Context: an optimization exercise on an open-source flow, tuned for small area. The choices shown serve that exercise and are no tape-out recipe. Function was checked by simulation only, so behaviour that the tests miss may differ from the original. The flow treats the clock pin as an ideal source, which a real chip does not have. Power figures rest on the tool's default switching activity, not on a simulated workload.

==> module gameLogic, before the edit <==
module gameLogic(
    input             clk,
    input             resetb,
    input             first,         
    input             start,
    input             confirmSel,
    input      [15:0] switches,
    output            timer_enable,
    input             timer_expires,
    output            reset_timer,
    output     [3:0]  correctCode,
    output     [3:0]  correctLoc,
    output reg        gameStart
    );
 localparam [2:0] PRE0 = 3'd0, PRE1 = 3'd1, RUN1 = 3'd4, RUN = 3'd5, CHK = 3'd6, DONE = 3'd2;
 reg [2:0]  state;
 reg [15:0] breakcode;
 reg [4:0]  pend, cnt;
 assign correctCode = to_thermo(cnt[4:2]);
 assign correctLoc  = to_thermo({cnt[4] & cnt[2], cnt[1:0]});
 assign reset_timer  = (state == RUN1);
 assign timer_enable = state[2];
 wire pregame = (state == PRE0) | (state == PRE1);
 wire [15:0] next_word;
 wire [15:0] seed_word;
 wire        state_zero;
 prbs_gen i_prbs_gen (.word(breakcode), .next_word(next_word), .state_zero(state_zero),
                      .seed_word(seed_word));
 reg [3:0] loc, found;
 integer i, j;
 always @* begin
   for (j = 0; j < 4; j = j + 1) begin
     loc[j] = (switches[4*j +: 4] == breakcode[4*j +: 4]);
     found[j] = 1'b0;
     for (i = 0; i < 4; i = i + 1)
       found[j] = found[j] | (switches[4*i +: 4] == breakcode[4*j +: 4]);
   end
 end
 wire [2:0] na = count4(found);
 wire [2:0] nb = count4(loc);
 always @(posedge clk) pend <= {na[2:1], na[0] | nb[2], nb[1:0]};
 wire check = (state == CHK) & ~timer_expires;
 always @(posedge clk or negedge resetb)
   if (!resetb) begin
     cnt <= 5'd0;
     gameStart   <= 1'b0;
     state       <= PRE0;
     breakcode   <= 16'h0000;
   end else begin
     if (pregame & ~start & confirmSel) breakcode <= switches;
     else if ((state == PRE0) & ~start)
       breakcode <= (state_zero & ~first) ? seed_word : next_word;
     if (check) cnt <= pend;
     if (check) gameStart <= 1'b1;
     else if (start & (pregame | (state == DONE))) gameStart <= 1'b0;
     case (state)
       PRE0, PRE1:
         if (start) state <= RUN1;
         else if (confirmSel) state <= PRE1;
       RUN1, RUN:
         if (timer_expires) state <= DONE;
         else if (confirmSel) state <= CHK;
         else state <= RUN;
       CHK:
         if (timer_expires | (pend[4] & pend[2])) state <= DONE;
         else state <= RUN;
       DONE:
         if (start) state <= RUN1;
       default: state <= PRE0;
     endcase
   end
 function [2:0] count4;
   input [3:0] v;
   count4 = {&v, (^v[1:0] & ^v[3:2]) | (&v[1:0] ^ &v[3:2]), ^v};
 endfunction
 function [3:0] to_thermo;
   input [2:0] c;
   to_thermo = {c[2], c[2] | (c[1] & c[0]), c[2] | c[1], |c};
 endfunction
endmodule
clock: 10.0 ns
lec_check: 0
cap_margin: 20
core_margin: 2
core_utilization: 40
slew_margin: 20
standard.sh (not shown) runs the stock make flow with config.mk's settings and CLKGATE_MAP_FILE= SYNTH_SCRIPT=/design/flow/synth_recipe.tcl, a recipe that flattens the netlist after the stock synthesis.
==> flow/flow/run.sh <==
#!/bin/bash
# The standard layout (standard.sh) with three changes:
# - synthesis maps with flow/abc_speed.script, ORFS's own ABC script with
#   pin permutation and delay relaxation in &nf and without the buffering and
#   upsizing at its end (the design has several ns of slack);
# - ports get the smallest buffer, sky130_fd_sc_hd__buf_1;
# - the clock tree uses clkbuf_4 and no dummy loads, and flow/post_cts.tcl
#   upsizes the clkbuf_4 that drive many flip-flops to clkbuf_8.
set -euo pipefail
here=$(pwd)
cp -r "$FLOW_HOME/scripts" "$here/orfs_scripts"
cp "$here/flow/abc_speed.script" "$here/orfs_scripts/abc_speed.script"
SCRIPTS_DIR="$here/orfs_scripts" bash standard.sh synth > synth.log 2>&1
export BUFFER_PORTS_ARGS="-buffer_cell sky130_fd_sc_hd__buf_1"
export CTS_ARGS="-sink_clustering_enable -repair_clock_nets -buf_list sky130_fd_sc_hd__clkbuf_4 -dont_use_dummy_load"
export POST_CTS_TCL="$here/flow/post_cts.tcl"
bash standard.sh > layout.log 2>&1
==> flow/flow/abc_speed.script <==
&get -n
&st
&dch
&nf -R 1000 -p
&st
&syn2
&if -g -K 6
&synch2
&nf -R 1000 -p
&st
&syn2
&if -g -K 6
&synch2
&nf -R 1000 -p
&st
&syn2
&if -g -K 6
&synch2
&nf -R 1000 -p
&st
&syn2
&if -g -K 6
&synch2
&nf -R 1000 -p
&st
&syn2
&if -g -K 6
&synch2
&nf -R 1000 -p
&put
==> flow/flow/post_cts.tcl <==
# Sourced by ORFS at the end of CTS (POST_CTS_TCL): the clock tree is built of
# clkbuf_4; a clkbuf_4 that drives more than 10 clock pins becomes a clkbuf_8,
# so that the clock slew at every flip-flop stays well below the limit.
set block [ord::get_db_block]
set resized 0
foreach inst [$block getInsts] {
  if {[[$inst getMaster] getName] != "sky130_fd_sc_hd__clkbuf_4"} { continue }
  foreach iterm [$inst getITerms] {
    if {![$iterm isOutputSignal]} { continue }
    set net [$iterm getNet]
    if {$net == "NULL"} { continue }
    if {[llength [$net getITerms]] > 11} {
      puts "post_cts: [$inst getName] drives [expr {[llength [$net getITerms]] - 1}] pins, now clkbuf_8"
      replace_cell [$inst getName] sky130_fd_sc_hd__clkbuf_8
      incr resized
    }
  }
}
if {$resized > 0} {
  detailed_placement
  check_placement -verbose
  estimate_parasitics -placement
}
Rerun with:
--- a/flow/design.v
+++ b/flow/design.v
@@ -116,16 +116,14 @@
     output            timer_enable,
     input             timer_expires,
     output            reset_timer,
-    output     [3:0]  correctCode,
-    output     [3:0]  correctLoc,
+    output reg [3:0]  correctCode,
+    output reg [3:0]  correctLoc,
     output reg        gameStart
     );
  localparam [2:0] PRE0 = 3'd0, PRE1 = 3'd1, RUN1 = 3'd4, RUN = 3'd5, CHK = 3'd6, DONE = 3'd2;
  reg [2:0]  state;
  reg [15:0] breakcode;
- reg [4:0]  pend, cnt;
- assign correctCode = to_thermo(cnt[4:2]);
- assign correctLoc  = to_thermo({cnt[4] & cnt[2], cnt[1:0]});
+ reg [3:0]  pend_code, pend_loc;
  assign reset_timer  = (state == RUN1);
  assign timer_enable = state[2];
  wire pregame = (state == PRE0) | (state == PRE1);
@@ -144,13 +142,15 @@
        found[j] = found[j] | (switches[4*i +: 4] == breakcode[4*j +: 4]);
    end
  end
- wire [2:0] na = count4(found);
- wire [2:0] nb = count4(loc);
- always @(posedge clk) pend <= {na[2:1], na[0] | nb[2], nb[1:0]};
+ always @(posedge clk) begin
+   pend_loc  <= thermo(loc);
+   pend_code <= thermo(found);
+ end
  wire check = (state == CHK) & ~timer_expires;
  always @(posedge clk or negedge resetb)
    if (!resetb) begin
-     cnt <= 5'd0;
+     correctCode <= 4'b0000;
+     correctLoc  <= 4'b0000;
      gameStart   <= 1'b0;
      state       <= PRE0;
      breakcode   <= 16'h0000;
@@ -158,7 +158,10 @@
      if (pregame & ~start & confirmSel) breakcode <= switches;
      else if ((state == PRE0) & ~start)
        breakcode <= (state_zero & ~first) ? seed_word : next_word;
-     if (check) cnt <= pend;
+     if (check) begin
+       correctCode <= pend_code;
+       correctLoc  <= pend_loc;
+     end
      if (check) gameStart <= 1'b1;
      else if (start & (pregame | (state == DONE))) gameStart <= 1'b0;
      case (state)
@@ -170,20 +173,19 @@
          else if (confirmSel) state <= CHK;
          else state <= RUN;
        CHK:
-         if (timer_expires | (pend[4] & pend[2])) state <= DONE;
+         if (timer_expires | pend_loc[3]) state <= DONE;
          else state <= RUN;
        DONE:
          if (start) state <= RUN1;
        default: state <= PRE0;
      endcase
    end
- function [2:0] count4;
+ function [3:0] thermo;
    input [3:0] v;
-   count4 = {&v, (^v[1:0] & ^v[3:2]) | (&v[1:0] ^ &v[3:2]), ^v};
- endfunction
- function [3:0] to_thermo;
-   input [2:0] c;
-   to_thermo = {c[2], c[2] | (c[1] & c[0]), c[2] | c[1], |c};
+   thermo = {&v,
+             (v[0] & v[1] & (v[2] | v[3])) | (v[2] & v[3] & (v[0] | v[1])),
+             (v[0] & v[1]) | (v[2] & v[3]) | ((v[0] | v[1]) & (v[2] | v[3])),
+             |v};
  endfunction
 endmodule
 module colorLEDDriver(
What happened: The new run completed without violations. Via count goes down by 4.4%. Global-route usage is lower by 0.62 points. Maximum frequency rises by 6.4%. Die area is unchanged. Area after synthesis is unchanged. Worst setup slack improved by 290 ps. Final area is about the same. Routed wire length decreases by 3.6%. Non-clock buffer count decreases by 1. Clock power is higher by about 4%. Total power grows by 2.2%. Sequential power increases by 4.5%. Core utilization came out higher by 0.10 points.

[port drivers added, routing unchanged]
The results above use ideal ports. As a check the final layouts listed here were re-extracted and re-timed, cells and wires unchanged. Step 1 sets driving cells, clkbuf_16 on the clock port and buf_2 on the other inputs (assumed; they add their load-dependent delay and slew). Step 2 times the ports against the registers' clock, not the clock port: input delays grow and output delays shrink by t, the midpoint of the rising clock arrivals with the driver on. Three values: ideal ports, drivers, drivers and shift; two values: the first two.
| run | shift t [ns] | setup WS [ns] | hold WS [ns] | slew at the worst register clock pin (ns) | pins driven straight from the clock port |
|---|---|---|---|---|---|
| the first run | 0.434 | 5.237 / 5.205 / 5.639 | 0.275 / 0.275 / 0.275 | 0.11 / 0.11 | 1 |
| the second run | 0.416 | 5.523 / 5.492 / 5.908 | 0.329 / 0.329 / 0.329 | 0.11 / 0.11 | 1 |
After both steps setup and hold are still met in every run listed.
